From an optimization exercise on the open Yosys and OpenROAD flow, aimed at small area, a short achievable clock period and few clock cycles; shortcuts taken in it are not production practice.
In this exercise RTL edits were held to simulation tests only and were not proved equivalent to the original.

Design zmc_alu, start of the top module:
module zmc_alu (
	input  [15:0] a_in,
	input  [15:0] b_in,
	input  [7:0]  op_in,
	input         z_flag_in,
	input         s_flag_in,
	input         c_flag_in,
	input         ovr_flag_in,
	input         clk,
	input         a_reset_l,
	output reg [15:0] c_out,
	output reg    z_flag_out,
	output reg    s_flag_out,
	output reg    c_flag_out,
	output reg    ovr_flag_out,
	output        valid_out
);
Size: about 1500 cells after synthesis, about 67 I/O pins, about 9700 um2 of cells after synthesis.
clock: 16.0 ns
lec_check: 0
abc_area: 1
abc_clock_period_in_ps: 8000
cap_margin: 20
core_margin: 2
core_utilization: 40
setup_slack_margin: 5
slew_margin: 20
standard.sh (not shown) runs the stock make flow with config.mk's settings and CLKGATE_MAP_FILE= SYNTH_SCRIPT=/design/flow/synth_recipe.tcl, a recipe that flattens the netlist after the stock synthesis.
==> flow/flow/run.sh <==
#!/bin/bash
# Layout flow: the standard flow (standard.sh) with two changes: the port
# buffers that global placement inserts on every input and output are
# sky130_fd_sc_hd__buf_2 instead of the cell the resizer picks by default, and
# timing repair aims at 5 ns of setup slack instead of config.mk's 5.
# The output of the whole run goes to standard.log in this folder; ORFS keeps
# each step's log under orfs/logs.
set -e
export BUFFER_PORTS_ARGS="-buffer_cell sky130_fd_sc_hd__buf_2"
sed 's/SETUP_SLACK_MARGIN=[0-9.]*/SETUP_SLACK_MARGIN=5/' standard.sh > standard_margin.sh
bash standard_margin.sh > standard.log 2>&1
Testbench counts at the start, summed over its fixed seeds: cycles 5,871.
Rerun with:
--- a/flow/design.v
+++ b/flow/design.v
@@ -26,47 +26,20 @@
 					assign P[l][i] = P[l-1][i];
 				end
 			end
 		end
 	endgenerate
 	assign c = {G[L][N-2:0], cin};
 	assign s = p0 ^ c;
 	assign cout = G[L][N-1];
 endmodule
 `timescale 1ns/10ps
-module bk_add #(parameter N = 16) (
-	input  [N-1:0] x,
-	input  [N-1:0] y,
-	input          cin,
-	output [N-1:0] s
-);
-	wire [N-1:0] p = x ^ y;
-	reg  [N-1:0] G, P;
-	integer d, i;
-	always @(*) begin
-		G = x & y;
-		P = p;
-		G[0] = G[0] | (P[0] & cin);
-		for (d = 1; d < N; d = d * 2)
-			for (i = 2 * d - 1; i < N; i = i + 2 * d) begin
-				G[i] = G[i] | (P[i] & G[i-d]);
-				P[i] = P[i] & P[i-d];
-			end
-		for (d = N / 4; d >= 1; d = d / 2)
-			for (i = 3 * d - 1; i < N; i = i + 2 * d) begin
-				G[i] = G[i] | (P[i] & G[i-d]);
-				P[i] = P[i] & P[i-d];
-			end
-	end
-	assign s = p ^ {G[N-2:0], cin};
-endmodule
-`timescale 1ns/10ps
 module mul_step (
 	input  [16:0] h,      
 	input  [16:0] A,      
 	input  [7:0]  C,      
 	input         neg,    
 	output [24:0] t
 );
 	wire w1, w2, w3, w4, w5, w6, w7, w8, w9, w10, w11, w12, w13, w14, w15, w16, w17, w18, w19, w20, w21, w22, w23, w24, w25, w26, w27, w28, w29, w30, w31, w32, w33, w34, w35, w36, w37, w38, w39, w40, w41, w42, w43, w44, w45, w46, w47, w48, w49, w50, w51, w52, w53, w54, w55, w56, w57, w58, w59, w60, w61, w62, w63, w64, w65, w66, w67, w68, w69, w70, w71, w72, w73, w74, w75, w76, w77, w78, w79, w80, w81, w82, w83, w84, w85, w86, w87, w88, w89, w90, w91, w92, w93, w94, w95, w96, w97, w98, w99, w100, w101, w102, w103, w104, w105, w106, w107, w108, w109, w110, w111, w112, w113, w114, w115, w116, w117, w118, w119, w120, w121, w122, w123, w124, w125, w126, w127, w128, w129, w130, w131, w132, w133, w134, w135, w136, w137, w138, w139, w140, w141, w142, w143, w144, w145, w146, w147, w148, w149, w150, w151, w152, w153, w154, w155, w156, w157, w158, w159, w160, w161, w162, w163, w164, w165, w166, w167, w168, w169, w170, w171, w172, w173, w174, w175, w176, w177, w178, w179, w180, w181, w182, w183, w184, w185, w186, w187, w188, w189, w190, w191, w192, w193, w194, w195, w196, w197, w198, w199, w200, w201, w202, w203, w204, w205, w206, w207, w208, w209, w210, w211, w212, w213, w214, w215, w216, w217, w218, w219, w220, w221, w222, w223, w224;
 	assign w1 = h[1] ^ (C[0] & A[1]) ^ (C[1] & A[0]);
 	assign w2 = (h[1] & (C[0] & A[1])) | (h[1] & (C[1] & A[0])) | ((C[0] & A[1]) & (C[1] & A[0]));
@@ -287,24 +260,23 @@
 	assign w217 = w208 ^ w215 ^ w210;
 	assign w218 = (w208 & w215) | (w208 & w210) | (w215 & w210);
 	assign w219 = ~(C[5] & A[16]) ^ (C[6] & A[15]) ^ (C[7] & (A[14] ^ neg));
 	assign w220 = (~(C[5] & A[16]) & (C[6] & A[15])) | (~(C[5] & A[16]) & (C[7] & (A[14] ^ neg))) | ((C[6] & A[15]) & (C[7] & (A[14] ^ neg)));
 	assign w221 = w214 ^ w219 ^ w216;
 	assign w222 = (w214 & w219) | (w214 & w216) | (w219 & w216);
 	assign w223 = ~(C[6] & A[16]) ^ (C[7] & (A[15] ^ neg)) ^ w220;
 	assign w224 = (~(C[6] & A[16]) & (C[7] & (A[15] ^ neg))) | (~(C[6] & A[16]) & w220) | ((C[7] & (A[15] ^ neg)) & w220);
 	wire [24:0] xx = {1'b1, ~(C[7] & (A[16] ^ neg)), w223, w221, w212, w204, w194, w182, w168, w154, w140, w126, w112, w98, w84, w70, w56, w55, w41, w29, w19, w11, w5, w1, h[0]};
 	wire [24:0] yy = {1'b0, w224, w222, w218, w217, w211, w203, w193, w181, w167, w153, w139, w125, w111, w97, w83, w69, w42, 1'b0, 1'b0, 1'b0, 1'b0, 1'b0, 1'b0, (C[0] & A[0])};
-	wire [8:0] cc;
+	wire [24:0] cc;
 	wire co;
-	pfx_add #(9, 4) add_lo (.x(xx[8:0]), .y(yy[8:0]), .cin(1'b0), .s(t[8:0]), .c(cc), .cout(co));
-	bk_add #(16) add_hi (.x(xx[24:9]), .y(yy[24:9]), .cin(co), .s(t[24:9]));
+	pfx_add #(25, 5) add_i (.x(xx), .y(yy), .cin(1'b0), .s(t), .c(cc), .cout(co));
 endmodule
 `timescale 1ns/10ps
 module zmc_alu (
 	input  [15:0] a_in,
 	input  [15:0] b_in,
 	input  [7:0]  op_in,
 	input         z_flag_in,
 	input         s_flag_in,
 	input         c_flag_in,
 	input         ovr_flag_in,
@@ -338,21 +310,21 @@
 	wire        cin    = cont ? (ci & (op_in[3] | op_in[2] | op_in[0])) : op_in[0];
 	wire        sel_a, sel_a1, sel_r;
 	wire [15:0] dx;
 	wire [15:0] x = ({16{sel_a}} & a) | ({16{sel_a1}} & {1'b0, a[15:1]}) |
 	                ({16{sel_r}} & dx) | {16{x_ones}};
 	wire [15:0] y = y_inv ? ~b : b;
 	wire [15:0] sum, carry;
 	wire        c16;
 	pfx_add #(16) add_i (.x(x), .y(y), .cin(cin), .s(sum), .c(carry), .cout(c16));
 	wire        c15 = carry[15];
-	wire        sum_zero = (sum == 16'd0);
+	wire        sum_zero = ((x ^ y) == {x[14:0] | y[14:0], cin});
 	wire        b_nz   = |b;
 	wire        b_lnz  = |b[14:0];
 	wire        neg_sub = ~cont & y_inv;       
 	wire        negc    = cont & (n == 4'h3);  
 	reg ar_c, ar_v;
 	always @(*) begin
 		if (negc) begin
 			ar_c = b_nz | ci;
 			ar_v = ~ci & b[15] & ~b_lnz;
 		end else if (neg_sub) begin
=>
- via count is higher by 4.1%
- final cell count is higher by 5.6%
- wire length is higher by 5.4%
- maximum frequency is about the same
- setup slack is worse by 0.021 ns
- global-route usage is higher by 0.67 points
- utilization is lower by 0.76 points
Testbench counts after the change, summed over its fixed seeds: cycles 5,871.

==> what the ideal ports hide <==
The results above use ideal ports. As a check the final layouts listed here were re-extracted and re-timed, cells and wires unchanged.
Step 1: set_driving_cell puts a clkbuf_16 on clk and a buf_2 on each other input, an assumption about the parent block.
Step 2 times the ports against the registers' clock, not the clock port: input delays grow and output delays shrink by t, the midpoint of the rising clock arrivals with the driver on.
Three values: ideal ports, drivers, drivers and shift; two values: the first two.
| run | t, ns | setup WS [ns] | worst setup path at the end |
|---|---|---|---|
| the first run | 0.337 | 5.201 / 5.181 / 5.181 | input to output |
| the second run | 0.341 | 5.180 / 5.151 / 5.151 | input to output |
After both steps setup and hold are still met in every run listed. The setup slack of the second run, which loses most, moves by -0.029 ns with the drivers and by -0.029 ns with both steps.
